Source: an optimization exercise on an open RTL-to-GDS flow (aim: small area, a short achievable clock period and few clock cycles per item). Production flows keep margins and buffers that such runs may drop.
Only simulation tests tie the RTL to the original design; equivalence was not proved.
Power and IR drop assume default switching activity.

==> design/flow/design.v <==
`timescale 1ns / 1ps
`timescale 1ns / 1ps
`timescale 1ns / 1ps
`timescale 1ns / 1ps
`timescale 1ns / 1ps
`timescale 1ns / 1ps
module func (
        input clk_i,
        input rst_i,
        input [ 7 : 0 ] a_bi,
        input [ 7 : 0 ] b_bi,
        input start_i,
        output [ 1 : 0 ] busy_o,
        output reg [ 4 : 0 ] y_bo
    );
    wire [4:0] r;
    full u_full (.a7(a_bi[7]), .a6(a_bi[6]), .a5(a_bi[5]), .a4(a_bi[4]),
             .a3(a_bi[3]), .a2(a_bi[2]), .a1(a_bi[1]), .a0(a_bi[0]),
             .b7(b_bi[7]), .b6(b_bi[6]), .b5(b_bi[5]), .b4(b_bi[4]),
             .b3(b_bi[3]), .b2(b_bi[2]), .b1(b_bi[1]), .b0(b_bi[0]),
             .y4(r[4]), .y3(r[3]), .y2(r[2]), .y1(r[1]), .y0(r[0]));
    assign busy_o = 2'b00;
    always @(posedge clk_i) begin
        if (rst_i)
            y_bo <= 5'd0;
        else if (start_i)
            y_bo <= r;
    end
endmodule
module full ( 
    a7, a6, a5, a4, a3, a2, a1, a0, b7, b6, b5, b4, b3, b2, b1, b0,
    y4, y3, y2, y1, y0  );
  input  a7, a6, a5, a4, a3, a2, a1, a0, b7, b6, b5, b4, b3, b2, b1, b0;
  output y4, y3, y2, y1, y0;
  wire new_n22, new_n23, new_n24, new_n25, new_n26, new_n27, new_n28,
    new_n29, new_n30, new_n31, new_n32, new_n33, new_n34, new_n35, new_n36,
    new_n37, new_n38, new_n39, new_n40, new_n41, new_n42, new_n43, new_n44,
    new_n45, new_n46, new_n47, new_n48, new_n49, new_n50, new_n51, new_n52,
    new_n53, new_n54, new_n55, new_n56, new_n57, new_n58, new_n59, new_n60,
    new_n62, new_n63, new_n64, new_n66, new_n67, new_n68, new_n70, new_n71,
    new_n72, new_n73, new_n74, new_n75, new_n76, new_n77, new_n78, new_n79,
    new_n80, new_n81, new_n82, new_n83, new_n84, new_n85, new_n86, new_n87,
    new_n88, new_n89, new_n90, new_n91, new_n92, new_n93, new_n94, new_n95,
    new_n96, new_n97, new_n98, new_n99, new_n100, new_n101, new_n102,
    new_n103, new_n104, new_n105, new_n106, new_n108, new_n109, new_n110,
    new_n111, new_n112, new_n113, new_n114, new_n115, new_n116, new_n117,
    new_n118, new_n119, new_n120, new_n121, new_n122, new_n123;
  assign new_n22 = b4 & b3;
  assign new_n23 = ~b5 & ~new_n22;
  assign new_n24 = b1 & b0;
  assign new_n25 = ~b5 & ~b2;
  assign new_n26 = ~new_n24 & new_n25;
  assign new_n27 = ~new_n23 & ~new_n26;
  assign new_n28 = ~a1 & ~new_n27;
  assign new_n29 = a0 & ~new_n28;
  assign new_n30 = ~b7 & ~b6;
  assign new_n31 = ~b5 & ~b4;
  assign new_n32 = ~b3 & new_n31;
  assign new_n33 = a1 & ~new_n32;
  assign new_n34 = new_n30 & ~new_n33;
  assign new_n35 = ~new_n29 & new_n34;
  assign new_n36 = ~b1 & ~b0;
  assign new_n37 = ~b2 & new_n30;
  assign new_n38 = new_n36 & new_n37;
  assign new_n39 = new_n32 & new_n38;
  assign new_n40 = ~new_n35 & ~new_n39;
  assign new_n41 = a2 & new_n40;
  assign new_n42 = a1 & b6;
  assign new_n43 = b7 & new_n42;
  assign new_n44 = ~new_n23 & new_n43;
  assign new_n45 = b5 & b2;
  assign new_n46 = new_n22 & new_n45;
  assign new_n47 = ~new_n36 & new_n46;
  assign new_n48 = ~b7 & ~new_n47;
  assign new_n49 = a1 & a0;
  assign new_n50 = ~new_n30 & new_n49;
  assign new_n51 = ~new_n48 & new_n50;
  assign new_n52 = ~new_n44 & ~new_n51;
  assign new_n53 = ~new_n41 & new_n52;
  assign new_n54 = a3 & ~new_n53;
  assign new_n55 = a5 & a4;
  assign new_n56 = a7 & a6;
  assign new_n57 = ~a7 & a5;
  assign new_n58 = ~new_n56 & ~new_n57;
  assign new_n59 = new_n55 & ~new_n58;
  assign new_n60 = new_n54 & new_n59;
  assign y4 = a7 & new_n60;
  assign new_n62 = ~a7 & a6;
  assign new_n63 = ~new_n60 & ~new_n62;
  assign new_n64 = ~a7 & new_n63;
  assign y3 = ~y4 & ~new_n64;
  assign new_n66 = ~a6 & ~a5;
  assign new_n67 = ~a4 & new_n66;
  assign new_n68 = ~new_n54 & new_n67;
  assign y2 = new_n63 & ~new_n68;
  assign new_n70 = new_n59 & ~new_n62;
  assign new_n71 = ~new_n67 & ~new_n70;
  assign new_n72 = new_n54 & ~new_n71;
  assign new_n73 = a7 & ~a5;
  assign new_n74 = ~new_n57 & ~new_n73;
  assign new_n75 = a4 & a3;
  assign new_n76 = a2 & new_n75;
  assign new_n77 = new_n74 & new_n76;
  assign new_n78 = ~new_n52 & new_n77;
  assign new_n79 = new_n58 & ~new_n67;
  assign new_n80 = ~new_n78 & new_n79;
  assign new_n81 = ~a7 & ~a4;
  assign new_n82 = ~new_n73 & ~new_n81;
  assign new_n83 = ~new_n66 & ~new_n82;
  assign new_n84 = ~a4 & ~new_n74;
  assign new_n85 = a7 & a4;
  assign new_n86 = ~new_n84 & ~new_n85;
  assign new_n87 = ~a6 & ~new_n55;
  assign new_n88 = a6 & new_n55;
  assign new_n89 = ~new_n87 & ~new_n88;
  assign new_n90 = ~a3 & ~new_n89;
  assign new_n91 = new_n86 & new_n90;
  assign new_n92 = ~new_n83 & ~new_n91;
  assign new_n93 = a2 & ~new_n34;
  assign new_n94 = a0 & new_n44;
  assign new_n95 = ~new_n93 & ~new_n94;
  assign new_n96 = a1 & new_n27;
  assign new_n97 = ~a0 & ~new_n42;
  assign new_n98 = new_n48 & new_n97;
  assign new_n99 = ~new_n96 & new_n98;
  assign new_n100 = ~new_n95 & ~new_n99;
  assign new_n101 = ~new_n92 & ~new_n100;
  assign new_n102 = ~a4 & ~a3;
  assign new_n103 = ~a2 & new_n102;
  assign new_n104 = ~new_n40 & new_n103;
  assign new_n105 = new_n101 & new_n104;
  assign new_n106 = ~new_n80 & ~new_n105;
  assign y1 = ~new_n72 & new_n106;
  assign new_n108 = ~new_n80 & new_n104;
  assign new_n109 = a6 & new_n84;
  assign new_n110 = ~a3 & new_n83;
  assign new_n111 = ~new_n109 & ~new_n110;
  assign new_n112 = ~new_n78 & new_n111;
  assign new_n113 = ~new_n101 & new_n112;
  assign new_n114 = ~new_n72 & new_n113;
  assign new_n115 = ~new_n108 & ~new_n114;
  assign new_n116 = new_n66 & new_n85;
  assign new_n117 = ~a2 & ~a1;
  assign new_n118 = ~a0 & new_n117;
  assign new_n119 = new_n39 & new_n118;
  assign new_n120 = a3 & new_n89;
  assign new_n121 = new_n86 & ~new_n120;
  assign new_n122 = new_n119 & new_n121;
  assign new_n123 = ~new_n116 & ~new_n122;
  assign y0 = ~new_n115 & new_n123;
endmodule
==> design/flow/flow/run.sh <==
#!/bin/bash
# Standard layout, with the port buffers made from sky130_fd_sc_hd__buf_1
# instead of the cell buffer_ports picks by default (a slow delay buffer).
set -euo pipefail
BUFFER_PORTS_ARGS="-buffer_cell sky130_fd_sc_hd__buf_1" bash standard.sh finish > standard.log 2>&1
==> design/flow/standard.sh <==
#!/bin/bash
# synth_recipe.tcl (not shown) runs the flow's synth.tcl, then flattens the netlist and writes it again
# the make line also repeats each setting of config.mk as NAME=value (left out here)
make -C /OpenROAD-flow-scripts/flow DESIGN_CONFIG=/design/flow/config.mk WORK_HOME=/design/flow/orfs CLKGATE_MAP_FILE= SYNTH_SCRIPT=/design/flow/synth_recipe.tcl "${@:-finish}"
==> design/flow/config.mk <==
export PLATFORM = sky130hd
export DESIGN_NAME = func
export DESIGN_NICKNAME = func
export VERILOG_FILES = /design/flow/design.v
export SDC_FILE = /design/flow/constraint.sdc
export NUM_CORES = 4
export LEC_CHECK = 0
export ABC_AREA = 1
export CAP_MARGIN = 20
export CORE_AREA = 2.5 2.5 57.5 57.5
export DIE_AREA = 0 0 60 60
export SLEW_MARGIN = 20
==> design/flow/constraint.sdc <==
create_clock -name core_clock -period 5.0 [get_ports {clk_i}]
set_input_delay 1.0000 -clock core_clock [delete_from_list [all_inputs] [get_ports {clk_i}]]
set_output_delay 1.0000 -clock core_clock [all_outputs]
set_load 0.01 [all_outputs]
==> results of run 1 <==
-- synthesized netlist by cell type, types with 2 or more instances --
master and instances:
nand4_1 3, buf_4 2, nand3_1 8, o21ai_0 3
dfxtp_1 5, nand2_1 45, nor2_1 21, a21oi_1 6
inv_1 20
-- routing by layer --
layer / track usage / part of all wire / up-vias
met3: 0.02597 / 0.038 / 0
li1: - / - / 447
met4: 0 / 0 / 0
met2: 0.1817 / 0.49 / 16
met5: 0 / 0 / -
met1: 0.1182 / 0.47 / 343
-- metrics by stage --
step | setup slack (ns) | utilization | instance area [sq um] | cells | total power (uW)
global placement | 2.722 | 0.2559 | 762.0 | 183 | 94.93
global route | 2.758 | 0.2647 | 788.3 | 187 | 154.4
floorplan | 3.075 | - | 649.4 | 129 | 78.50
CTS | 2.970 | 0.2647 | 788.3 | 187 | 142.3
finish | 2.976 | 0.2647 | 788.3 | 187 | 140.3
detailed placement | 2.721 | 0.2559 | 762.0 | 183 | 95.13
-- layout make-up --
class                      count  area, sq um
clock buffer                   4        26.28
sequential                     5        100.1
multi-input combinational    101        455.4
timing repair buffer          23        86.33
fill                         348         2190
tap                           33        41.29
inverter                      21        78.83
-- worst max-delay path: stages --
cell and delay, ns:
buf_1 0.23, inv_2 0.11, nand2_4 0.10, o21ai_2 0.06, or2_0 0.23, o21ai_1 0.13, nand2_1 0.08, nand2_1 0.07
nand2_1 0.04, nand2_1 0.05, a21oi_1 0.05
-- power by group --
group,internal (uW),switching [uW]
Sequential,42.9,1.26
Combinational,17.5,32.7
Clock,30.1,15.9
-- layout by cell type, fill, tap and decap left out, drive strengths merged --
| cell | netlist | layout |
|---|---|---|
| clkbuf | 0 | 4 |
| o21ai | 5 | 5 |
| conb | 1 | 2 |
| inv | 21 | 21 |
| dfxtp | 5 | 5 |
| nand2 | 47 | 47 |
| a21oi | 6 | 6 |
| a31oi | 1 | 1 |
| buf | 2 | 23 |
| nand4 | 3 | 3 |
| nor2 | 22 | 22 |
| nor3 | 2 | 2 |
| nand3b | 1 | 1 |
| or2 | 1 | 1 |
| nand3 | 9 | 9 |
| a211oi | 1 | 1 |
| o22ai | 1 | 1 |
-- how the worst min path moves through the flow --
stage | cells past startpoint | to | slack (ns)
after detailed placement | 2 | y_bo[3] | 0.46
after CTS | 2 | y_bo[0] | 0.47
final | 2 | y_bo[0] | 0.47
after global placement | 2 | y_bo[3] | 0.46
after floorplan | 2 | y_bo[0] | 0.48
after global routing | 2 | y_bo[1] | 0.49
-- logic make-up (layout without fill, tap and decap cells) --
kind of cell	after synthesis	count (layout)	share of synthesized area
AND/OR/NAND/NOR	85	85	0.5717
AO/OA/AOI/OAI	14	14	0.1221
flip-flops	5	5	0.1550
other	1	2	0.005808
buffers and inverters	23	48	0.1453
==> run notes, run 1 <==
worst-case clock buffer depth 2; Largest register FFs 5; final setup violation count 0; Layout Skew 0 ns; vias per inst 4.310; crit-path max FO 7; Die Wd 60 um; Die Ht 60 um; Leakage 0.0004118 uW; Syn-to-layout area delta 22.09%; number of global-route vias before repair 730; synth top area cells nand2_1 (26%), dfxtp_1 (16%), nor2_1 (12%), inv_1 (12%), nand3_1 (6.2%); Worst Setup Start Kind input pin; setup_tns 0 ns; max-capacitance violation count 0; Avg Cell Area, Syn 5.044 sq um; # port buffers 23; # clock sinks 5; Layout Nets 174; Reg clk slew, reported paths 0.04 ns; 1st-pass router iterations 4; initial DRC count 21; FF-to-FF path depth 4; post-DP HPWL 1.385 mm; RSZ-0062 raised after global routing no; ratio of cells with drive above 1 in the final layout 0.06494; n_diodes 0; critical path startpoint a_bi[7]; worst r2r src y_bo[2]; initial antenna violation count 0; die area 0.003600 sq mm; sequential area share after synthesis 0.1550; Residual DRC 0; R2R setup slack 4.36 ns; Worst-Skew Late Latency 0.24 ns; TritonCTS buffer count 3; largest net degree at the start of global routing 8; Post-Syn Instances 128; r2r endpoint y_bo[2]; hold_buf cts 0; std cell rows 20; Worst EP required 5.12 ns; min Tclk post-route 2.024 ns; yosys warns 1; gr ovfl total 0; Post-synth ARST share 0; CP Capture Point y_bo[0]; first-pass GRT wire length 2.787 mm; Hold Violations, Final 0; Power per Cell Area 178.0 mW/mm^2; Worst IR Drop VDD 0.0001016 V; buffer count from post-CTS setup fixing 0; leading area contributor after synthesis nand2_1; Max Slew Vio Count 0; CP endpoint kind flop; Vias 806; Post-synth top flop dfxtp_1; Core Area 0.002978 sq mm; status no timing/DRC/antenna violations; final worst-path cycle share 0.4048; Largest Register y_bo; Setup CP Type in2reg; final antenna-violating net count 0; routability congestion estimate 0.8625; Yosys reg bits 5; worst hold path type reg2reg; IO Count 26; Final Hold Slack 0.4676 ns; Post-synth EDFFs 0; WP data arrival 2.15 ns; Distinct cells, synth 24; All-Layer GR Usage 0.09760; clock tree from TritonCTS done; HP Start y_bo[0]; root buffer cell clkbuf_4; post-CTS sizing 0; Synth Cell Area 645.6 sq um; H-tree levels 1; biggest regs y_bo (5); DR WL/cell 8.519 um; f_max 0.4941 GHz; final wirelength 1.593 mm; Yosys top cell area share 0.2616; Starting Density 0.2168
Testbench counts, summed over its fixed seeds: cycles 2,400, items 2,400.
==> run 2, diff against run 1 <==
==> design/flow/flow/run.sh (replaced) <==
#!/bin/bash
# Standard layout with two changes: the port buffers are sky130_fd_sc_hd__buf_1
# instead of the cell buffer_ports picks by default (a slow delay buffer), and
# synthesis maps with flow/abc_area.script (ABC_AREA 1) instead of ORFS's.
set -euo pipefail
rm -rf scripts
cp -r "$FLOW_HOME/scripts" scripts
cp flow/abc_area.script scripts/abc_area.script
BUFFER_PORTS_ARGS="-buffer_cell sky130_fd_sc_hd__buf_1" bash standard.sh SCRIPTS_DIR=$PWD/scripts finish > standard.log 2>&1
==> design/flow/flow/abc_area.script (new file) <==
strash
dch
map -D 1300 -B 0.9
topo
stime -c
buffer -c
upsize -c -D 1300
dnsize -c -D 1300
==> run 2 against run 1 <==
Against the previous run: worst hold slack worse by 0.0029 ns; flip-flop and latch count unchanged; register-to-register slack barely moved; synthesized cell count is the same; first-iteration DRC count stayed put; clock power is 2% higher; largest cell class unchanged; largest power group is now clock; highest routed layer unchanged.
==> run notes, run 2 <==
crit-path max FO 7; worst-case clock buffer depth 2; number of global-route vias before repair 663; Slowest cell on crit path or2_2; final antenna-violating net count 0; sequential area share after synthesis 0.1616; Reg clk slew, reported paths 0.04 ns; initial DRC count 21; Worst IR Drop VDD 0.00009150 V; Die Wd 60 um; Max Slew Vio Count 0; Hold Violations, Final 0; most frequent cells in the layout nand2_1 (47), buf_1 (23), nor2_1 (22); yosys warns 1; design area 762.0 sq um; Largest Register y_bo; initial antenna violation count 0; root buffer cell clkbuf_4; buffer count from post-CTS setup fixing 0; clock tree from TritonCTS done; Post-synth ARST share 0; biggest regs y_bo (5); Residual DRC 0; Vias 801; top cells by count, synth nand2_1 (47), nor2_1 (22), inv_1 (21); gr ovfl total 0; setup_tns 0 ns; WP data arrival 2.26 ns; Yosys reg bits 5; max-capacitance violation count 0; Post-synth top flop dfxtp_1; # placed instances 183; # port buffers 23; RSZ-0062 raised after global routing no; Syn-to-layout area delta 23.03%; Post-Syn Instances 128; die area 0.003600 sq mm; Distinct cells, synth 16; Layout Skew 0 ns; fin cells 187; vias per inst 4.283; Post-synth EDFFs 0; leading area contributor after synthesis nand2_1; Placed Area 735.7 sq um; All-Layer GR Usage 0.09139; status no timing/DRC/antenna violations; first-pass GRT wire length 2.573 mm; CP endpoint kind flop; final worst-path cycle share 0.4269; post-DP HPWL 1.320 mm; most frequent cell on the critical path nand2_1; ratio of cells with drive above 1 in the final layout 0.02597; commonest non-fill, non-tap cell in the layout nand2_1; Die Ht 60 um; Yosys top cell area share 0.2848; post-CTS sizing 0; Layout Nets 174; f_max 0.4685 GHz; hold_buf cts 0; Power per Cell Area 181.7 mW/mm^2; worst hold path type reg2reg; Starting Density 0.2080; std cell rows 20; TritonCTS buffer count 3; Avg Cell Area, Syn 4.839 sq um; Largest register FFs 5; Worst Setup Start Kind input pin; Setup CP Type in2reg; Core Area 0.002978 sq mm; IO Count 26; largest net degree at the start of global routing 8; Worst-Skew Late Latency 0.24 ns; synth top area cells nand2_1 (28%), dfxtp_1 (16%), nor2_1 (13%), inv_1 (13%), nand3_1 (7.3%); min Tclk post-route 2.134 ns; Leakage 0.0004037 uW; Layout fillers 357; DR WL/cell 8.209 um; crit path cell chain buf_1 -> inv_1 -> nand2_1 -> o21ai_0 -> or2_2 -> o21ai_0 -> nand2_1 -> nand2_1 -> nand2_1 -> nand2_1 -> a21oi_1; CP peak stage delay 0.29 ns; Worst EP required 5.12 ns; 1st-pass router iterations 4; H-tree levels 1; final setup violation count 0; final wirelength 1.535 mm; routability congestion estimate 0.8911; top-count cell post-synth nand2_1; n_diodes 0; Synth Cell Area 619.3 sq um; # clock sinks 5
-- run 2: area by class of cell --
| type | instances | area [sq um] | share of cell area |
|---|---|---|---|
| multi-input combinational | 101 | 429.2 | 0.5632 |
| sequential | 5 | 100.1 | 0.1314 |
| clock buffer | 4 | 26.28 | 0.03448 |
| tap | 33 | 41.29 | 0.05419 |
| timing repair buffer | 23 | 86.33 | 0.1133 |
| inverter | 21 | 78.83 | 0.1034 |
-- run 2: layer usage --
layer	vias to the layer above	wire (um)	track usage
li1	449	-	-
met1	331	730	0.1208
met2	21	719	0.1475
met3	0	84	0.03247
met4	0	0	0.009524
met5	-	0	0
-- run 2: worst paths after layout --
check | startpoint | endpoint | slack [ns] | cells past startpoint
max | a_bi[7] | y_bo[0] | 2.87 | 11
min | y_bo[1] | y_bo[1] | 0.46 | 2
max reg2reg | y_bo[2] | y_bo[2] | 4.36 | 4
min reg2reg | y_bo[1] | y_bo[1] | 0.46 | 2
-- run 2: report_power, final --
group	leakage (uW)	switching [uW]	internal, uW	total [uW]
Combinational	0.000347	30.5	16.5	47.0
Clock	0.0000150	16.9	30.2	47.1
Sequential	0.0000413	1.38	42.9	44.3
Total	0.000404	48.9	89.6	138
-- run 2: kinds of logic after synthesis --
logic type / share of synthesized area
buffers and inverters: 0.1515
AO/OA/AOI/OAI: 0.1212
AND/OR/NAND/NOR: 0.5596
other: 0.006055
flip-flops: 0.1616
-- run 2: metrics by stage --
| step | hold WS, ns | util | worst slack (ns) | power, uW |
|---|---|---|---|---|
| after floorplan | 0.4814 | - | 2.998 | 76.01 |
| after global placement | 0.4610 | 0.2471 | 2.657 | 92.19 |
| after detailed placement | 0.4616 | 0.2471 | 2.607 | 92.13 |
| after CTS | 0.4689 | 0.2559 | 2.864 | 140.2 |
| after global routing | 0.4809 | 0.2559 | 2.611 | 153.1 |
| final | 0.4647 | 0.2559 | 2.866 | 138.4 |
-- run 2: critical path, delay by kind of cell --
kind,cells,cell delay (ns)
and+or+nand+nor,6,0.65
buffers and inverters,2,0.31
AOI/OAI and AO/OA,3,0.30
==> run 3, diff against run 2 <==
==> design/flow/flow/abc_area.script (replaced) <==
strash
dch
map -B 0.5
topo
stime -c
buffer -c
upsize -c
dnsize -c
==> run 3 against run 2 <==
Against the previous run: synthesized area decreased by 1.6%; non-clock buffer count unchanged; combinational power rose by 5.5%; largest power group is now combinational logic; highest routed layer unchanged.
==> run notes, run 3 <==
status no timing/DRC/antenna violations; clock tree from TritonCTS done; Die Ht 60 um; WP data arrival 2.11 ns; worst hold path type reg2reg; yosys warns 1; Yosys reg bits 5; leading area contributor after synthesis nand2_1; Die Wd 60 um; Starting Density 0.2046; f_max 0.5055 GHz; Synth Cell Area 609.3 sq um; most frequent cells in the layout nand2_1 (29), buf_1 (23), inv_1 (12); Reg clk slew, reported paths 0.04 ns; Largest register FFs 5; Worst EP required 5.13 ns; initial antenna violation count 0; R2R setup slack 4.41 ns; root buffer cell clkbuf_4; CP endpoint kind flop; Layout Skew 0 ns; Leakage 0.0003239 uW; buffer count from post-CTS setup fixing 0; Residual DRC 0; n_diodes 0; # port buffers 23; pre-CTS WS 2.778 ns; Vias 720; post-DP HPWL 1.262 mm; final worst-path cycle share 0.3957; first-pass GRT wire length 2.608 mm; final antenna-violating net count 0; Util after Layout 0.2525; final setup violation count 0; DR WL/cell 9.421 um; commonest non-fill, non-tap cell in the layout nand2_1; gr ovfl total 0; Hold Violations, Final 0; vias per inst 4.528; setup_tns 0 ns; Worst-Skew Late Latency 0.24 ns; die area 0.003600 sq mm; H-tree levels 1; Post-Syn Instances 100; Worst Setup Start Kind input pin; std cell rows 20; number of global-route vias before repair 668; Distinct cells, synth 30; Syn-to-layout area delta 23.41%; # clock sinks 5; Final Hold Slack 0.4720 ns; top-count cell post-synth nand2_1; Power per Cell Area 188.5 mW/mm^2; 1st-pass router iterations 4; largest net degree at the start of global routing 8; Yosys top cell area share 0.1786; crit-path max FO 5; ratio of cells with drive above 1 in the final layout 0.1349; Setup CP Type in2reg; Worst IR Drop VDD 0.00004547 V; synth top area cells nand2_1 (18%), dfxtp_1 (16%), inv_1 (7.4%), nand3_1 (5.7%), a21oi_1 (4.9%); Layout Nets 146; sequential area share after synthesis 0.1643; All-Layer GR Usage 0.09268; top cells by count, synth nand2_1 (29), inv_1 (12), nand3_1 (7), nor2_1 (7), a21oi_1 (6); initial DRC count 32; Layout fillers 345; Final Total Pwr 141.8 uW; Max Slew Vio Count 0; final wirelength 1.498 mm; Core Area 0.002978 sq mm; min Tclk post-route 1.978 ns; TritonCTS buffer count 3; Avg Cell Area, Syn 6.093 sq um; routability congestion estimate 0.8091; hold_buf cts 0; max-capacitance violation count 0; worst-case clock buffer depth 2; IO Count 26; biggest regs y_bo (5); Largest Register y_bo; post-CTS sizing 0; Post-synth top flop dfxtp_1; Post-synth ARST share 0; Post-synth EDFFs 0; RSZ-0062 raised after global routing no; Worst Setup Slack, final 3.022 ns
[run 3: changes by cell type after synthesis, moves of 2 or more]
cell      before  now
nand2_1       47   29
nor2_1        22    7
inv_1         21   12
o21ai_0        5    1
nand3_1        9    7
nor2_2         0    2
o211ai_1       0    2
o21ai_2        0    2
[run 3: cell type report]
class / instances / area (sq um) / area share
multi-input combinational: 81 / 449.2 / 0.5973
inverter: 13 / 48.80 / 0.06489
clock buffer: 4 / 26.28 / 0.03494
sequential: 5 / 100.1 / 0.1331
tap: 33 / 41.29 / 0.05491
timing repair buffer: 23 / 86.33 / 0.1148
[run 3: final timing paths]
check                           endpoint     from  cells past startpoint
worst max-delay path             y_bo[0]  a_bi[7]                     10
worst min-delay path             y_bo[2]  y_bo[2]                      2
worst max register to register   y_bo[3]  y_bo[3]                      2
worst min register to register   y_bo[2]  y_bo[2]                      2
[run 3: stage by stage]
stage,std cells,area [sq um]
final,159,752.0
after global routing,159,752.0
after detailed placement,155,725.7
after CTS,159,752.0
after floorplan,101,613.1
after global placement,155,725.7
[run 3: critical path: stages]
cell	delay (ns)
buf_1	0.20
nand2_1	0.16
nand3_2	0.12
o21ai_2	0.07
o31ai_2	0.23
nand2_1	0.08
nand3_1	0.09
nand2_1	0.05
nand2_1	0.06
a21oi_2	0.05
[run 3: logic make-up (layout without fill, tap and decap cells)]
kind of cell	count (synthesis)	count (layout)	synth area share
AOI/OAI and AO/OA	21	21	0.2669
buffers and inverters	15	40	0.1047
DFF	5	5	0.1643
and+or+nand+nor	57	57	0.4435
xor gates and xnor gates	1	1	0.01438
other	1	2	0.006154
[run 3: power by group]
group | internal (uW) | total [uW] | switching, uW
sequential | 42.8 | 44.2 | 1.38
combinational | 17.8 | 49.6 | 31.9
clock | 30.2 | 47.9 | 17.7
total | 90.8 | 142 | 50.9
[run 3: layer usage]
layer	wire, um	up-vias	global-route usage
met5	0	-	0
met4	0	0	0.02540
li1	-	390	-
met2	700	13	0.1398
met3	68	0	0.02814
met1	730	317	0.1271
==> run 4, diff against run 3 <==
==> design/flow/flow/abc_area.script (replaced) <==
strash
dch
map
topo
stime -c
buffer -c
upsize -c
dnsize -c
==> run 4 against run 3 <==
Against the previous run: still clean on timing, DRC and antenna; combinational power is 3% lower; worst hold slack worse by 0.0058 ns; sequential power hardly changed; non-clock buffer count stayed put; clock-buffer cell count stayed put; utilization is 0.55 points lower; critical path type unchanged; critical endpoint is now y_bo[3]; highest routed layer is now met4.
==> run notes, run 4 <==
Post-synth EDFFs 0; Avg Cell Area, Syn 6.052 sq um; RSZ-0062 raised after global routing no; All-Layer GR Usage 0.09663; Max Slew Vio Count 0; Largest register FFs 5; CP peak stage delay 0.21 ns; Worst IR Drop VDD 0.00004621 V; DR WL/cell 10.14 um; post-DP HPWL 1.350 mm; top-count cell post-synth nand2_1; Yosys reg bits 5; biggest regs y_bo (5); worst hold path type reg2reg; Worst EP required 5.13 ns; WP data arrival 2.21 ns; initial antenna violation count 0; setup_tns 0 ns; Reg clk slew, reported paths 0.04 ns; hold_buf cts 0; first-pass GRT wire length 2.780 mm; Power per Cell Area 190.1 mW/mm^2; crit path cell chain buf_1 -> nand4_1 -> o21ai_1 -> o2bb2ai_2 -> nand2_2 -> nand2_2 -> a31oi_1 -> a22oi_1 -> nor2_1; Residual DRC 0; fin cells 157; gr busiest metal met2; max-capacitance violation count 0; TritonCTS buffer count 3; n_diodes 0; number of global-route vias before repair 727; Core Area 0.002978 sq mm; Post-synth top flop dfxtp_1; buffer count from post-CTS setup fixing 0; sequential area share after synthesis 0.1688; Largest Register y_bo; 1st-pass router iterations 4; Synth Cell Area 593.1 sq um; Worst Setup Start Kind input pin; final setup violation count 0; initial DRC count 28; Syn-to-layout area delta 24.05%; # clock sinks 5; Starting Density 0.1992; # port buffers 23; Worst-Skew Late Latency 0.24 ns; min Tclk post-route 2.079 ns; Setup CP Type in2reg; met1 Use GR 0.1166; most frequent cells in the layout buf_1 (23), nand2_1 (20), inv_1 (12); status no timing/DRC/antenna violations; worst-case clock buffer depth 2; Vias 768; CP endpoint kind flop; f_max 0.4811 GHz; clock tree from TritonCTS done; routability congestion estimate 0.8852; synth top area cells dfxtp_1 (17%), nand2_1 (13%), a21oi_1 (7.6%), inv_1 (7.6%), nor2_1 (7.0%); gr ovfl total 0; Layout Skew 0 ns; top cells by count, synth nand2_1 (20), inv_1 (12), nor2_1 (11); Hold Violations, Final 0; H-tree levels 1; Post-Syn Instances 98; most frequent cell on the critical path nand2_2; Distinct cells, synth 28; Yosys top cell area share 0.1688; # placed instances 153; Die Wd 60 um; Global Route met2 Usage 0.1677; ratio of cells with drive above 1 in the final layout 0.08871; vias per inst 4.892; IO Count 26; Die Ht 60 um; leading area contributor after synthesis dfxtp_1; final wirelength 1.592 mm; Post-synth ARST share 0; largest net degree at the start of global routing 7; Slowest cell on crit path buf_1; std cell rows 20; final worst-path cycle share 0.4157; Layout Nets 144; crit-path max FO 6; commonest non-fill, non-tap cell in the layout buf_1; post-CTS sizing 0; Leakage 0.0002900 uW; root buffer cell clkbuf_4; die area 0.003600 sq mm; routing usage on met3 0.008658; yosys warns 1; final antenna-violating net count 0
run 4: area by class of cell:
| type | count | area, sq um |
|---|---|---|
| Clock buffer | 4 | 26.28 |
| Fill cell | 351 | 2242 |
| Inverter | 12 | 45.04 |
| Multi-Input combinational cell | 80 | 436.7 |
| Sequential cell | 5 | 100.1 |
| Tap cell | 33 | 41.29 |
| Timing Repair Buffer | 23 | 86.33 |
run 4: logic make-up (layout without fill, tap and decap cells):
family,Yosys count,count (layout),synth area share
flip-flops,5,5,0.1688
AND/OR/NAND/NOR,51,51,0.3987
buffers and inverters,14,39,0.1013
other,1,2,0.006323
AO/OA/AOI/OAI,27,27,0.3249
run 4: worst paths after layout:
kind / startpoint / to / slack, ns / cells after the start
max: b_bi[5] / y_bo[3] / 2.92 / 9
min: y_bo[2] / y_bo[2] / 0.47 / 2
max reg2reg: y_bo[3] / y_bo[3] / 4.34 / 2
min reg2reg: y_bo[2] / y_bo[2] / 0.47 / 2
run 4: per-layer routing:
layer,vias to the layer above,part of all wire
met1,348,0.45
met4,0,0.0082
li1,402,-
met3,3,0.016
met2,15,0.52
met5,-,0
run 4: worst max-delay path, delay by kind of cell:
| kind | cells | cell delay [ns] |
|---|---|---|
| AND/OR/NAND/NOR | 4 | 0.40 |
| AO/OA/AOI/OAI | 4 | 0.60 |
| buffers and inverters | 1 | 0.21 |
run 4: power by group:
| group | internal [uW] | switching, uW |
|---|---|---|
| logic | 17.2 | 31.0 |
| clock network | 30.2 | 17.1 |
| registers | 42.9 | 1.45 |
| total | 90.3 | 49.6 |
run 4: stage by stage:
stage               power, uW  utilization  cell area (sq um)  setup slack, ns  hold slack [ns]
global placement        93.36       0.2382              709.4            2.651           0.4608
finish                  139.9       0.2471              735.7            2.921           0.4662
floorplan               75.97            -              596.8            3.016           0.4823
CTS                     140.3       0.2471              735.7            2.917           0.4673
detailed placement      92.85       0.2382              709.4            2.664           0.4601
global route            148.6       0.2471              735.7            2.715           0.4966
==> run 5, diff against run 4 <==
==> design/flow/flow/abc_area.script (replaced) <==
strash
dch
map -B 0.5
topo
stime -c
buffer -c
upsize -c
dnsize -c
--- a/design/flow/config.mk
+++ b/design/flow/config.mk
@@ -11,2 +11,3 @@
 export DIE_AREA = 0 0 60 60
+export PLACE_DENSITY = 0.9
 export SLEW_MARGIN = 20
==> run 5 against run 4 <==
Against the previous run: first-iteration DRC count rose by 110%; global-route usage decreased by 0.98 points; routed wire length is 4.6% lower; critical path type unchanged; largest cell class unchanged; largest power group unchanged.
==> run notes, run 5 <==
Synth Cell Area 609.3 sq um; 1st-pass router iterations 4; final setup violation count 0; design area 752.0 sq um; Die Ht 60 um; Placed Area 725.7 sq um; WP data arrival 2.14 ns; Die Wd 60 um; Core Area 0.002978 sq mm; top-count cell post-synth nand2_1; Distinct cells, synth 30; Syn-to-layout area delta 23.41%; root buffer cell clkbuf_4; RSZ-0062 raised after global routing no; vias per inst 4.692; IO Count 26; Residual DRC 0; Layout Skew 0 ns; Yosys reg bits 5; Avg Cell Area, Syn 6.093 sq um; CP endpoint kind flop; Setup CP Type in2reg; top cells by count, synth nand2_1 (29), inv_1 (12), nand3_1 (7), nor2_1 (7), a21oi_1 (6); Vias 746; FF-to-FF path depth 2; sequential standard cell area 100.1 sq um; Largest register FFs 5; hold path endpoint y_bo[3]; Worst Setup Start Kind input pin; die area 0.003600 sq mm; max-capacitance violation count 0; setup_tns 0 ns; Worst EP required 5.12 ns; f_max 0.4959 GHz; Post-synth ARST share 0; initial antenna violation count 0; Reg clk slew, reported paths 0.04 ns; first-pass GRT wire length 2.428 mm; Post-synth EDFFs 0; leading area contributor after synthesis nand2_1; Layout Nets 146; ratio of cells with drive above 1 in the final layout 0.1349; hold_buf cts 0; Util after Layout 0.2525; # clock sinks 5; final worst-path cycle share 0.4033; final antenna-violating net count 0; worst hold path type reg2reg; H-tree levels 1; worst-case clock buffer depth 2; Max Slew Vio Count 0; clock tree from TritonCTS done; gr ovfl total 0; Power per Cell Area 186.9 mW/mm^2; crit-path max FO 6; final wirelength 1.519 mm; r2r endpoint y_bo[0]; routability congestion estimate 0.8809; # port buffers 23; Post-Syn Instances 100; pre-CTS WS 2.771 ns; sequential area share after synthesis 0.1643; Post-synth top flop dfxtp_1; largest net degree at the start of global routing 8; n_diodes 0; HP Start y_bo[3]; biggest regs y_bo (5); Worst Setup Slack, final 2.983 ns; Worst-Skew Late Latency 0.24 ns; Starting Density 0.2046; Leakage 0.0003239 uW; buffer count from post-CTS setup fixing 0; std cell rows 20; initial DRC count 58; min Tclk post-route 2.017 ns; Yosys top cell area share 0.1786; footprint of the multi-input gates 449.2 sq um; DR WL/cell 9.553 um; post-CTS sizing 0; worst r2r src y_bo[0]; synth top area cells nand2_1 (18%), dfxtp_1 (16%), inv_1 (7.4%), nand3_1 (5.7%), a21oi_1 (4.9%); number of global-route vias before repair 614; Layout fillers 351; yosys warns 1; Worst IR Drop VDD 0.00004146 V; All-Layer GR Usage 0.08684; hold path cells 2; Largest Register y_bo; status no timing/DRC/antenna violations; TritonCTS buffer count 3; Hold Violations, Final 0; commonest non-fill, non-tap cell in the layout nand2_1; post-DP HPWL 1.302 mm; most frequent cells in the layout nand2_1 (29), buf_1 (23), inv_1 (12); R2R setup slack 4.41 ns
==> run 5: changes by cell type after synthesis, moves of 2 or more <==
cell       before  now
nand2_1        20   29
nor2_1         11    7
a21oi_1         9    6
nor4_1          3    0
nand2_2         3    1
nor2_2          0    2
nor3_1          1    3
o2111ai_1       2    0
o21ai_2         0    2
==> run 5: how the worst max path moves through the flow <==
stage	start	endpoint	depth (start not counted)
final	a_bi[7]	y_bo[0]	12
after global routing	a_bi[7]	y_bo[0]	12
after CTS	a_bi[7]	y_bo[0]	12
after detailed placement	a_bi[7]	y_bo[0]	12
after global placement	a_bi[7]	y_bo[0]	12
after floorplan	a_bi[7]	y_bo[0]	10
==> run 5: logic make-up after synthesis <==
family,after synthesis,synth area share
other cells,1,0.006154
simple gates,57,0.4435
flops,5,0.1643
xor+xnor,1,0.01438
buf+inv,15,0.1047
compound gates,21,0.2669
==> run 5: metal layers <==
| layer | vias to the layer above | part of all wire | track usage |
|---|---|---|---|
| li1 | 389 | - | - |
| met1 | 336 | 0.48 | 0.1087 |
| met2 | 19 | 0.46 | 0.1553 |
| met3 | 2 | 0.052 | 0.006494 |
| met4 | 0 | 0.012 | 0.02857 |
| met5 | - | 0 | 0 |
==> run 5: critical path: stages <==
cell and delay [ns]:
buf_1 0.21, inv_2 0.13, nand2_4 0.11, o21ai_2 0.07, nor2_2 0.15, o21ai_0 0.11
nand2_1 0.07, nand2_1 0.06, nand3_1 0.06, nand2_1 0.05, nand2_1 0.06, a21oi_2 0.05
==> run 5: metrics by stage <==
| stage | hold WS [ns] | instances | total power [uW] |
|---|---|---|---|
| after floorplan | 0.4828 | 101 | 78.42 |
| after detailed placement | 0.4579 | 155 | 94.49 |
| after global placement | 0.4555 | 155 | 93.37 |
| after CTS | 0.4650 | 159 | 143.0 |
| after global routing | 0.4818 | 159 | 152.6 |
| final | 0.4613 | 159 | 140.6 |
==> run 5: cell type report <==
type / instances / area share
well taps: 33 / 0.05491
inverters: 13 / 0.06489
repair buffers: 23 / 0.1148
clock buffers: 4 / 0.03494
flip-flops and latches: 5 / 0.1331
multi-input cells: 81 / 0.5973
==> run 5: power by group <==
part / leakage, uW / total (uW) / internal (uW) / switching [uW]
clock network: 0.0000150 / 46.7 / 30.2 / 16.5
logic: 0.000268 / 49.6 / 17.7 / 31.9
registers: 0.0000413 / 44.3 / 42.9 / 1.39
==> run 6, diff against run 5 <==
--- a/design/flow/config.mk
+++ b/design/flow/config.mk
@@ -10,4 +10,6 @@
 export CORE_AREA = 2.5 2.5 57.5 57.5
+export CTS_BUF_LIST = sky130_fd_sc_hd__clkbuf_1 sky130_fd_sc_hd__clkbuf_2
+export CTS_CLUSTER_DIAMETER = 100
+export CTS_CLUSTER_SIZE = 10
 export DIE_AREA = 0 0 60 60
-export PLACE_DENSITY = 0.9
 export SLEW_MARGIN = 20
==> run 6 against run 5 <==
Against the previous run: first-iteration DRC count is 47% lower; largest cell class unchanged; non-clock buffer count stayed put; fmax is 1.0% higher; clock-buffer cell count stayed put; clock power is 21% lower; cell count stayed put; clock skew stayed put; synthesized cell count stayed put; via count is 3.2% lower; total power is 7.1% lower; sequential share of layout area is 0.13 points higher; highest routed layer is now met3.
==> run notes, run 6 <==
status no timing/DRC/antenna violations; Power per Cell Area 175.5 mW/mm^2; ratio of cells with drive above 1 in the final layout 0.1349; HP Start y_bo[2]; vias per inst 4.541; final wirelength 1.498 mm; initial DRC count 31; Clock power frac 0.283; max-capacitance violation count 0; post-CTS sizing 0; CP endpoint kind flop; routability congestion estimate 0.8091; Max Slew Vio Count 0; WP data arrival 2.11 ns; buffer count from post-CTS setup fixing 0; top-count cell post-synth nand2_1; yosys warns 1; Syn-to-layout area delta 22.18%; synth top area cells nand2_1 (18%), dfxtp_1 (16%), inv_1 (7.4%), nand3_1 (5.7%), a21oi_1 (4.9%); Largest Register y_bo; Vias 722; Die Wd 60 um; setup_tns 0 ns; r2r endpoint y_bo[3]; switch share 0.3895; pre-CTS WS 2.778 ns; Worst EP required 5.11 ns; H-tree levels 1; Worst Setup Start Kind input pin; die area 0.003600 sq mm; biggest regs y_bo (5); Post-synth ARST share 0; Yosys reg bits 5; Post-synth top flop dfxtp_1; final setup violation count 0; FF-to-FF path depth 2; Largest register FFs 5; commonest non-fill, non-tap cell in the layout nand2_1; Final Total Pwr 130.6 uW; Sequential Power Share 0.337; Hold Violations, Final 0; # clock sinks 5; post-DP HPWL 1.262 mm; top cells by count, synth nand2_1 (29), inv_1 (12), nand3_1 (7), nor2_1 (7), a21oi_1 (6); sequential area share after synthesis 0.1643; R2R setup slack 4.40 ns; Yosys top cell area share 0.1786; All-Layer GR Usage 0.09268; initial antenna violation count 0; Layout Skew 0 ns; Avg Cell Area, Syn 6.093 sq um; largest net degree at the start of global routing 8; TritonCTS buffer count 3; clock tree from TritonCTS done; f_max 0.5010 GHz; crit-path max FO 5; Distinct cells, synth 30; number of global-route vias before repair 668; final antenna-violating net count 0; root buffer cell clkbuf_2; Setup CP Type in2reg; leading area contributor after synthesis nand2_1; Starting Density 0.2046; hold_buf cts 0; Post-synth EDFFs 0; Layout Nets 146; NetSw 50.88 uW; Post-Syn Instances 100; DR WL/cell 9.421 um; n_diodes 0; Pint 79.75 uW; gr ovfl total 0; min Tclk post-route 1.996 ns; Worst Setup Slack, final 3.004 ns; worst hold path type reg2reg; Die Ht 60 um; # port buffers 23; Combinational Power Share 0.380; Leakage 0.0003225 uW; Residual DRC 0; first-pass GRT wire length 2.608 mm; Worst IR Drop VDD 0.00004328 V; std cell rows 20; hold path endpoint y_bo[2]; worst-case clock buffer depth 2; RSZ-0062 raised after global routing no; Reg clk slew, reported paths 0.06 ns; IO Count 26; worst r2r src y_bo[3]; hold path cells 2; final worst-path cycle share 0.3992; Core Area 0.002978 sq mm; Synth Cell Area 609.3 sq um; Worst-Skew Late Latency 0.22 ns; 1st-pass router iterations 4; most frequent cells in the layout nand2_1 (29), buf_1 (23), inv_1 (12)
[run 6: cell counts after synthesis]
Identical to the previous run, type by type.
[run 6: worst max-delay path: stages]
cell	delay, ns
buf_1	0.20
nand2_1	0.16
nand3_2	0.12
o21ai_2	0.07
o31ai_2	0.23
nand2_1	0.08
nand3_1	0.09
nand2_1	0.05
nand2_1	0.06
a21oi_2	0.05
[run 6: cell families (layout without fill, tap and decap cells)]
group / after synthesis / count (layout) / synth area share
flops: 5 / 5 / 0.1643
simple gates: 57 / 57 / 0.4435
xor+xnor: 1 / 1 / 0.01438
compound gates: 21 / 21 / 0.2669
other cells: 1 / 2 / 0.006154
buf+inv: 15 / 40 / 0.1047
[run 6: worst max-delay path by stage]
stage                          to  slack (ns)  depth (start not counted)     from
after floorplan           y_bo[0]        3.10                         10  a_bi[7]
after global placement    y_bo[0]        2.76                         12  a_bi[7]
after detailed placement  y_bo[0]        2.78                         12  a_bi[7]
after CTS                 y_bo[0]        3.01                         12  a_bi[7]
after global routing      y_bo[0]        2.85                         12  a_bi[7]
final                     y_bo[0]        3.00                         10  a_bi[7]
[run 6: per-layer routing]
metal | vias up | track usage | wire (um)
li1 | 391 | - | -
met1 | 319 | 0.1271 | 740
met2 | 12 | 0.1398 | 704
met3 | 0 | 0.02814 | 53
met4 | 0 | 0.02540 | 0
met5 | - | 0 | 0
[run 6: cell type report]
cell class              instances  area [sq um]
fillers                       345          2233
multi-input cells              81         449.2
flip-flops and latches          5         100.1
repair buffers                 23         86.33
inverters                      13         48.80
well taps                      33         41.29
clock buffers                   4         18.77
[run 6: power by group through the flow]
stage / Combinational, uW / Clock (uW) / Sequential (uW)
6_report: 49.6 / 36.9 / 44.1
3_3_place_gp: 49.9 / 0 / 45.1
5_1_grt: 57.2 / 39.5 / 44.5
4_1_cts: 49.7 / 38.2 / 44.1
3_5_place_dp: 49.5 / 0 / 44.9
2_1_floorplan: 32.2 / 0 / 46.2
[run 6: per-stage QoR]
step                      hold slack, ns  std cells  instance area, sq um  utilization
after global placement            0.4600        155                 725.7       0.2437
after floorplan                   0.4828        101                 613.1            -
after detailed placement          0.4622        155                 725.7       0.2437
final                             0.4743        159                 744.5       0.2500
after global routing              0.4919        159                 744.5       0.2500
after CTS                         0.4741        159                 744.5       0.2500
==> run 7, diff against run 6 <==
==> design/flow/flow/run.sh (replaced) <==
#!/bin/bash
set -euo pipefail
rm -rf scripts
cp -r "$FLOW_HOME/scripts" scripts
cp flow/abc_area.script scripts/abc_area.script
export FLOW_FO_LIMIT=4
export SKIP_REPAIR_TIE_FANOUT=1; export FLOW_FO4_LIMIT=6
export POST_GLOBAL_PLACE_TCL=$PWD/flow/post_gp.tcl
BUFFER_PORTS_ARGS="-buffer_cell sky130_fd_sc_hd__buf_1" bash standard.sh SCRIPTS_DIR=$PWD/scripts finish > standard.log 2>&1
==> design/flow/flow/abc_area.script (replaced) <==
strash
dch
map -B 0.6
topo
stime -c
upsize -c
dnsize -c
==> design/flow/flow/post_gp.tcl (new file) <==
# Upsize the input-port buffers that drive many loads: buf_2 from
# FLOW_FO_LIMIT loads, buf_4 from FLOW_FO4_LIMIT loads.
set lim2 $::env(FLOW_FO_LIMIT)
set lim4 $::env(FLOW_FO4_LIMIT)
foreach inst [get_cells input*] {
  if {[get_property $inst ref_name] != "sky130_fd_sc_hd__buf_1"} { continue }
  set out [get_pins -of_objects $inst -filter "direction == output"]
  set fo [llength [get_pins -of_objects [get_nets -of_objects $out] -filter "direction == input"]]
  if {$fo >= $lim4} {
    puts "upsizing [get_full_name $inst] (fanout $fo) to buf_4"
    replace_cell $inst sky130_fd_sc_hd__buf_4
  } elseif {$fo >= $lim2} {
    puts "upsizing [get_full_name $inst] (fanout $fo) to buf_2"
    replace_cell $inst sky130_fd_sc_hd__buf_2
  }
}
--- a/design/flow/config.mk
+++ b/design/flow/config.mk
@@ -10,5 +10,2 @@
 export CORE_AREA = 2.5 2.5 57.5 57.5
-export CTS_BUF_LIST = sky130_fd_sc_hd__clkbuf_1 sky130_fd_sc_hd__clkbuf_2
-export CTS_CLUSTER_DIAMETER = 100
-export CTS_CLUSTER_SIZE = 10
 export DIE_AREA = 0 0 60 60
==> run 7 against run 6 <==
Against the previous run: register-to-register slack hardly changed; flip-flop and latch count stayed put; fmax is 4.6% higher; total power is 7.7% higher; sequential share of layout area is 0.22 points lower; clock-buffer cell count stayed put; sequential power hardly changed; die area stayed put; still clean.
==> run notes, run 7 <==
Simple-Gate Fraction of Synth Area 0.5155; sequential area share after synthesis 0.1656; Worst EP required 5.17 ns; Power per Cell Area 185.8 mW/mm^2; Setup CP Type in2reg; largest net degree at the start of global routing 7; initial DRC count 16; Syn-to-layout area delta 25.26%; Max Slew Vio Count 0; ratio of cells with drive above 1 in the final layout 0.2121; root buffer cell clkbuf_4; number of global-route vias before repair 672; mux contribution to synthesized area 0; Leakage 0.0003116 uW; Worst IR Drop VDD 0.00006300 V; final setup violation count 0; commonest non-fill, non-tap cell in the layout nand2_1; std cell rows 20; FF-to-FF path depth 2; clock tree from TritonCTS done; CP endpoint kind flop; Vias 735; DR WL/cell 8.988 um; Yosys top cell area share 0.2236; final antenna-violating net count 0; Worst Setup Start Kind input pin; WL met3 51 um; Post-synth EDFFs 0; 1st-pass router iterations 4; Die Ht 60 um; die area 0.003600 sq mm; Largest Register y_bo; Largest register FFs 5; hold path endpoint y_bo[1]; f_max 0.5242 GHz; first-pass GRT wire length 2.656 mm; R2R setup slack 4.40 ns; vias per inst 4.455; Reg clk slew, reported paths 0.05 ns; worst r2r src y_bo[4]; hold_buf cts 0; Die Wd 60 um; combinational family with the most area after synthesis simple AND/OR/NAND/NOR gates; XOR/XNOR Fraction of Synth Area 0.01449; final wirelength 1.483 mm; TritonCTS buffer count 3; final worst-path cycle share 0.3815; IO Count 26; gr ovfl total 0; WP data arrival 2.08 ns; Residual DRC 0; Yosys reg bits 5; post-CTS sizing 0; n_diodes 0; Distinct cells, synth 27; RSZ-0062 raised after global routing no; Post-Syn Instances 107; post-synthesis compound-gate area fraction 0.1863; H-tree levels 1; Hold Violations, Final 0; yosys warns 1; setup_tns 0 ns; min Tclk post-route 1.908 ns; buffer count from post-CTS setup fixing 0; HP Start y_bo[1]; # port buffers 23; hold path cells 2; top-count cell post-synth nand2_1; Core Area 0.002978 sq mm; r2r endpoint y_bo[4]; worst hold path type reg2reg; post-DP HPWL 1.251 mm; Layout Nets 152; Post-synth ARST share 0; Starting Density 0.2029; Avg Cell Area, Syn 5.648 sq um; Synth Area in Adders 0; All-Layer GR Usage 0.09361; status no timing/DRC/antenna violations; max-capacitance violation count 0; leading area contributor after synthesis nand2_1; crit-path max FO 4; # clock sinks 5; most frequent cells in the layout nand2_1 (36), buf_1 (14), clkinv_1 (8), buf_2 (8); Layout Skew 0 ns; synth top area cells nand2_1 (22%), dfxtp_1 (17%), nand3_1 (5.8%), clkinv_1 (5.0%), nor2_1 (4.3%); worst-case clock buffer depth 2; Synth Cell Area 604.3 sq um; Post-synth top flop dfxtp_1; Worst-Skew Late Latency 0.24 ns; M1 WL 732 um; initial antenna violation count 0; Util after Layout 0.2542; biggest regs y_bo (5); metal2 WL 699 um; top cells by count, synth nand2_1 (36), clkinv_1 (8), nand3_1 (7), nor2_1 (7); Max Used Layer met3
==> run 7: layout make-up <==
class,count,area [sq um]
clock buffer,4,26.28
fill,331,2221
inverter,14,52.55
multi-input combinational,86,436.7
sequential,5,100.1
tap,33,41.29
timing repair buffer,23,100.1
==> run 7: worst max path at each step <==
stage	from	end	slack [ns]
2_1_floorplan	b_bi[0]	y_bo[3]	3.09
3_3_place_gp	a_bi[7]	y_bo[0]	2.80
3_5_place_dp	b_bi[7]	y_bo[1]	2.83
4_1_cts	b_bi[7]	y_bo[3]	3.08
5_1_grt	b_bi[5]	y_bo[3]	2.89
6_report	b_bi[5]	y_bo[3]	3.09
==> run 7: power breakdown <==
part / switching, uW / internal [uW]
Combinational: 31.4 / 18.2
Clock: 16.6 / 30.2
Sequential: 1.40 / 42.9
==> run 7: kinds of logic (layout without fill, tap and decap cells) <==
kind of cell	Yosys count	in the layout
flops	5	5
xor+xnor	1	1
compound gates	17	17
simple gates	67	67
other cells	1	1
buf+inv	16	41
==> run 7: metrics by stage <==
| step | setup slack [ns] | hold slack [ns] | total power (uW) | cell area, sq um | cells |
|---|---|---|---|---|---|
| after floorplan | 3.089 | 0.4839 | 76.86 | 604.3 | 107 |
| after global placement | 2.800 | 0.4562 | 93.87 | 716.9 | 161 |
| after detailed placement | 2.826 | 0.4575 | 94.50 | 730.7 | 161 |
| after CTS | 3.081 | 0.4651 | 143.0 | 757.0 | 165 |
| after global routing | 2.888 | 0.4778 | 155.7 | 757.0 | 165 |
| final | 3.092 | 0.4659 | 140.7 | 757.0 | 165 |
==> run 7: metal layers <==
metal,GRT usage,vias up
met4,0.02222,0
met3,0.03247,0
li1,-,409
met1,0.1221,316
met5,0,-
met2,0.1475,10
==> run 7: worst max-delay path, stage by stage <==
cell	delay, ns
buf_2	0.12
nor2_2	0.14
nand2_1	0.06
nand2_1	0.07
nand4_1	0.14
nand3_2	0.10
nand2_2	0.07
a31oi_1	0.17
nand2_1	0.09
a21oi_2	0.12
==> run 8, diff against run 7 <==
--- a/design/flow/flow/run.sh
+++ b/design/flow/flow/run.sh
@@ -5,4 +5,4 @@
 cp flow/abc_area.script scripts/abc_area.script
-export FLOW_FO_LIMIT=4
-export SKIP_REPAIR_TIE_FANOUT=1; export FLOW_FO4_LIMIT=6
+export FLOW_FO_LIMIT=3
+export SKIP_REPAIR_TIE_FANOUT=1; export FLOW_FO4_LIMIT=5
 export POST_GLOBAL_PLACE_TCL=$PWD/flow/post_gp.tcl
==> run 8 against run 7 <==
Against the previous run: still clean; largest power group unchanged; worst hold slack worse by 0.0043 ns; synthesized cell count stayed put; non-clock buffer count stayed put; combinational power is 3% higher; flip-flop and latch count stayed put; fmax is 0.13% higher.
==> run notes, run 8 <==
sequential area share after synthesis 0.1656; clock tree from TritonCTS done; most frequent cells in the layout nand2_1 (36), buf_2 (10), buf_1 (9); min Tclk post-route 1.905 ns; biggest regs y_bo (5); Layout Skew 0 ns; crit path cell chain buf_2 -> nor2_2 -> nand2_1 -> nand2_1 -> nand4_1 -> nand3_2 -> nand2_2 -> a31oi_1 -> nand2_1 -> a21oi_2; Reg clk slew, reported paths 0.05 ns; # clock sinks 5; Largest register FFs 5; 1st-pass router iterations 4; DR WL/cell 8.952 um; max-capacitance violation count 0; root buffer cell clkbuf_4; switch share 0.3486; Die Ht 60 um; worst-case clock buffer depth 2; final antenna-violating net count 0; leading area contributor after synthesis nand2_1; Worst-Skew Late Latency 0.24 ns; Setup CP Type in2reg; Post-synth EDFFs 0; Sequential Power Share 0.312; std cell rows 20; All-Layer GR Usage 0.08821; Pint 92.56 uW; final wirelength 1.477 mm; IO Count 26; CP peak stage delay 0.17 ns; Worst Setup Start Kind input pin; initial DRC count 18; H-tree levels 1; NetSw 49.54 uW; setup_tns 0 ns; Final Hold Slack 0.4616 ns; f_max 0.5249 GHz; buffer count from post-CTS setup fixing 0; Avg Cell Area, Syn 5.648 sq um; final setup violation count 0; initial antenna violation count 0; RSZ-0062 raised after global routing no; ratio of cells with drive above 1 in the final layout 0.2500; Core Area 0.002978 sq mm; # port buffers 23; Worst EP required 5.17 ns; Leakage 0.0003280 uW; Hold Violations, Final 0; Yosys reg bits 5; Distinct cells, synth 27; FF-to-FF path depth 2; largest net degree at the start of global routing 7; top cells by count, synth nand2_1 (36), clkinv_1 (8), nand3_1 (7), nor2_1 (7); most frequent cell on the critical path nand2_1; hold path cells 2; Max Slew Vio Count 0; TritonCTS buffer count 3; Layout Nets 152; synth top area cells nand2_1 (22%), dfxtp_1 (17%), nand3_1 (5.8%), clkinv_1 (5.0%), nor2_1 (4.3%); Residual DRC 0; Worst IR Drop VDD 0.00006798 V; vias per inst 4.412; first-pass GRT wire length 2.497 mm; Combinational Power Share 0.358; die area 0.003600 sq mm; Slowest cell on crit path a31oi_1; CP endpoint kind flop; crit-path max FO 4; top-count cell post-synth nand2_1; Yosys top cell area share 0.2236; hold_buf cts 0; Vias 728; final worst-path cycle share 0.3810; Starting Density 0.2029; Synth Cell Area 604.3 sq um; gr ovfl total 0; post-CTS sizing 0; Largest Register y_bo; Post-synth ARST share 0; Power per Cell Area 184.4 mW/mm^2; Post-Syn Instances 107; Syn-to-layout area delta 27.54%; Post-synth top flop dfxtp_1; design area 770.7 sq um; yosys warns 1; WP data arrival 2.08 ns; commonest non-fill, non-tap cell in the layout nand2_1; post-DP HPWL 1.254 mm; number of global-route vias before repair 663; Die Wd 60 um; worst hold path type reg2reg; Placed Area 744.5 sq um; Clock power frac 0.330; n_diodes 0; status no timing/DRC/antenna violations
## run 8: cell counts after synthesis
Identical to the previous run, type by type.
## run 8: area by class of cell
type                            count  area (sq um)
Fill cell                         334          2207
Clock buffer                        4         26.28
Timing Repair Buffer               23         113.9
Inverter                           14         52.55
Tap cell                           33         41.29
Multi-Input combinational cell     86         436.7
Sequential cell                     5         100.1
## run 8: final timing paths
check / from / endpoint / slack (ns)
worst max-delay path: b_bi[5] / y_bo[3] / 3.09
worst min-delay path: y_bo[1] / y_bo[1] / 0.46
worst max register to register: y_bo[4] / y_bo[4] / 4.39
worst min register to register: y_bo[1] / y_bo[1] / 0.46
## run 8: cells by family after synthesis
| family | share of synthesized area |
|---|---|
| and+or+nand+nor | 0.5155 |
| AOI/OAI and AO/OA | 0.1863 |
| DFF | 0.1656 |
| buffers and inverters | 0.1118 |
| other | 0.006205 |
| xor gates and xnor gates | 0.01450 |
## run 8: through the flow
step,instances,worst slack (ns),total power [uW],util
3_5_place_dp,161,2.857,95.85,0.2500
2_1_floorplan,107,3.089,76.86,-
4_1_cts,165,3.091,144.1,0.2588
6_report,165,3.095,142.1,0.2588
5_1_grt,165,2.896,155.7,0.2588
3_3_place_gp,161,2.800,93.87,0.2408
## run 8: power groups by stage
stage | Sequential, uW | Combinational (uW) | Clock, uW
after floorplan | 46.3 | 30.6 | 0
after global placement | 45.1 | 48.8 | 0
after detailed placement | 45.0 | 50.8 | 0
after CTS | 44.3 | 51.1 | 48.6
after global routing | 44.5 | 58.2 | 53.1
final | 44.3 | 50.9 | 46.8
## run 8: metal layers
metal	GRT usage	up-vias	wire, um
met5	0	-	0
met3	0.03030	0	81
met4	0.01270	0	0
met2	0.1553	16	697
li1	-	405	-
met1	0.1049	307	698
## run 8: worst max-delay path, delay by kind of cell
kind	cells	cell delay, ns
AO/OA/AOI/OAI	2	0.29
AND/OR/NAND/NOR	7	0.68
buffers and inverters	1	0.12
==> run 9, diff against run 8 <==
--- a/design/flow/flow/run.sh
+++ b/design/flow/flow/run.sh
@@ -6,3 +6,2 @@
 export FLOW_FO_LIMIT=3
-export SKIP_REPAIR_TIE_FANOUT=1; export FLOW_FO4_LIMIT=5
 export POST_GLOBAL_PLACE_TCL=$PWD/flow/post_gp.tcl
==> design/flow/flow/abc_area.script (replaced) <==
strash
dch
map -B 0.5
topo
stime -c
buffer -c
upsize -c
dnsize -c
==> design/flow/flow/post_gp.tcl (replaced) <==
# Upsize the input-port buffers that drive many loads from buf_1 to buf_2.
set my_fo_limit [expr {[info exists ::env(FLOW_FO_LIMIT)] ? $::env(FLOW_FO_LIMIT) : 4}]
foreach inst [get_cells input*] {
  set master [get_property $inst ref_name]
  if {$master != "sky130_fd_sc_hd__buf_1"} { continue }
  set out [get_pins -of_objects $inst -filter "direction == output"]
  set net [get_nets -of_objects $out]
  set fo [llength [get_pins -of_objects $net -filter "direction == input"]]
  if {$fo >= $my_fo_limit} {
    puts "upsizing [get_full_name $inst] (fanout $fo) to buf_2"
    replace_cell $inst sky130_fd_sc_hd__buf_2
  }
}
==> run 9 against run 8 <==
Against the previous run: design area did not move; die area did not move; routed wire length is 3.6% higher; clock power hardly changed; largest power group unchanged; fmax decreased by 1.0%.
==> run notes, run 9 <==
crit-path max FO 6; die area 0.003600 sq mm; Reg clk slew, reported paths 0.04 ns; Synth Cell Area 609.3 sq um; worst-case clock buffer depth 2; std cell rows 20; initial antenna violation count 0; top cells by count, synth nand2_1 (29), inv_1 (12), nand3_1 (7), nor2_1 (7), a21oi_1 (6); worst hold path type reg2reg; biggest regs y_bo (5); IO Count 26; Post-synth ARST share 0; clock tree from TritonCTS done; largest net degree at the start of global routing 8; setup_tns 0 ns; Die Ht 60 um; most frequent cells in the layout nand2_1 (29), buf_2 (15), inv_1 (12); Worst-Skew Late Latency 0.24 ns; Leakage 0.0003652 uW; status no timing/DRC/antenna violations; Power per Cell Area 185.4 mW/mm^2; yosys warns 1; Starting Density 0.2046; post-DP HPWL 1.269 mm; n_diodes 0; R2R setup slack 4.39 ns; Syn-to-layout area delta 26.49%; Avg Cell Area, Syn 6.093 sq um; number of global-route vias before repair 703; Vias 710; initial DRC count 24; sequential area share after synthesis 0.1643; final wirelength 1.530 mm; top-count cell post-synth nand2_1; ratio of cells with drive above 1 in the final layout 0.2540; root buffer cell clkbuf_4; H-tree levels 1; WP data arrival 2.06 ns; Core Area 0.002978 sq mm; commonest non-fill, non-tap cell in the layout nand2_1; min Tclk post-route 1.925 ns; Worst Setup Start Kind input pin; Residual DRC 0; leading area contributor after synthesis nand2_1; Worst EP required 5.14 ns; synth top area cells nand2_1 (18%), dfxtp_1 (16%), inv_1 (7.4%), nand3_1 (5.7%), a21oi_1 (4.9%); Largest Register y_bo; Hold Violations, Final 0; Yosys top cell area share 0.1786; # port buffers 23; vias per inst 4.465; TritonCTS buffer count 3; Largest register FFs 5; f_max 0.5194 GHz; Die Wd 60 um; Layout fillers 341; final worst-path cycle share 0.3851; Layout Nets 146; Yosys reg bits 5; Util after Layout 0.2588; Setup CP Type in2reg; buffer count from post-CTS setup fixing 0; 1st-pass router iterations 4; met1 Use GR 0.1321; # clock sinks 5; routing usage on met3 0.03896; Layout Skew 0 ns; RSZ-0062 raised after global routing no; gr busiest metal met2; Post-synth EDFFs 0; gr ovfl total 0; hold_buf cts 0; Post-Syn Instances 100; Max Slew Vio Count 0; first-pass GRT wire length 2.780 mm; Global Route met2 Usage 0.1522; CP endpoint kind flop; Distinct cells, synth 30; All-Layer GR Usage 0.09752; Post-synth top flop dfxtp_1; post-CTS sizing 0; max-capacitance violation count 0; final antenna-violating net count 0; final setup violation count 0; Worst IR Drop VDD 0.00005535 V; DR WL/cell 9.623 um
==> run 9: layout make-up <==
cell class,count,area [sq um],area share
multi-input cells,81,449.2,0.5828
repair buffers,23,105.1,0.1364
well taps,33,41.29,0.05357
clock buffers,4,26.28,0.03409
inverters,13,48.80,0.06331
flip-flops and latches,5,100.1,0.1299
==> run 9: path summary, 6_finish.rpt <==
path | startpoint | cells past startpoint | endpoint
worst max-delay path | a_bi[7] | 11 | y_bo[0]
worst min-delay path | y_bo[1] | 2 | y_bo[1]
worst max register to register | y_bo[3] | 2 | y_bo[3]
worst min register to register | y_bo[1] | 2 | y_bo[1]
==> run 9: logic make-up (layout without fill, tap and decap cells) <==
family          count (synthesis)  count (layout)  share of synthesized area
buf+inv                        15              40                     0.1047
other cells                     1               2                   0.006154
compound gates                 21              21                     0.2669
flops                           5               5                     0.1643
xor+xnor                        1               1                    0.01438
simple gates                   57              57                     0.4435
==> run 9: power breakdown <==
part / leakage [uW] / internal [uW] / switching, uW
clock: 0.0000150 / 30.2 / 16.9
combinational: 0.000309 / 19.5 / 31.9
sequential: 0.0000413 / 42.9 / 1.48
==> run 9: worst max-delay path, stage by stage <==
cell	delay (ns)
buf_2	0.13
inv_2	0.14
nand2_4	0.08
nand3_2	0.08
o21ai_2	0.07
o31ai_2	0.22
nand2_1	0.09
nand3_1	0.09
nand2_1	0.05
nand2_1	0.06
a21oi_2	0.05
==> run 9: per-layer routing <==
| layer | part of all wire | wire, um |
|---|---|---|
| met1 | 0.50 | 762 |
| met4 | 0 | 0 |
| met3 | 0.049 | 75 |
| met2 | 0.45 | 691 |
| met5 | 0 | 0 |
==> run 9: per-stage QoR <==
stage	power [uW]	cell area, sq um	std cells	hold WS, ns	setup WS, ns
2_1_floorplan	78.42	613.1	101	0.4828	3.098
3_3_place_gp	94.96	725.7	155	0.4600	2.764
3_5_place_dp	96.24	744.5	155	0.4645	2.827
4_1_cts	144.0	770.7	159	0.4789	3.062
5_1_grt	155.1	770.7	159	0.5048	2.906
6_report	142.9	770.7	159	0.4712	3.075

==> what the ideal ports hide <==
No port has a modelled driver above. Below, the same layouts with a new extraction and two added sets of constraints. Step 1, drivers: a clkbuf_16 drives clk_i and a buf_2 each remaining input, both assumed. Step 2 adds t to the input delays and takes it off the output delays; t is the mean of the earliest and latest rising clock arrival at the registers after step 1. Input paths then give back, and output paths get back, about the clock's delay inside the block. Three values: no drivers, after step 1, after step 2; two values: the first two.
run	shift t [ns]	slack for setup (ns)	worst setup path after step 2	slew at the worst register clock pin (ns)	cell pins on the clock port's net
run 1	0.255	2.976 / 2.970 / 2.715	input to register	0.04 / 0.04	1
run 2	0.257	2.866 / 2.857 / 2.600	input to register	0.04 / 0.04	1
run 3	0.259	3.022 / 3.012 / 2.753	input to register	0.04 / 0.04	1
run 4	0.259	2.921 / 2.916 / 2.657	input to register	0.04 / 0.04	1
run 5	0.254	2.983 / 2.973 / 2.719	input to register	0.04 / 0.04	1
run 6	0.236	3.004 / 2.994 / 2.758	input to register	0.06 / 0.06	1
run 7	0.255	3.092 / 3.089 / 2.835	input to register	0.05 / 0.05	1
run 8	0.256	3.095 / 3.091 / 2.836	input to register	0.05 / 0.05	1
run 9	0.258	3.075 / 3.068 / 2.810	input to register	0.04 / 0.04	1
After both steps setup and hold are still met in every run listed. The setup slack of run 3, which loses most, moves by -0.010 ns with the drivers and by -0.269 ns with both steps.
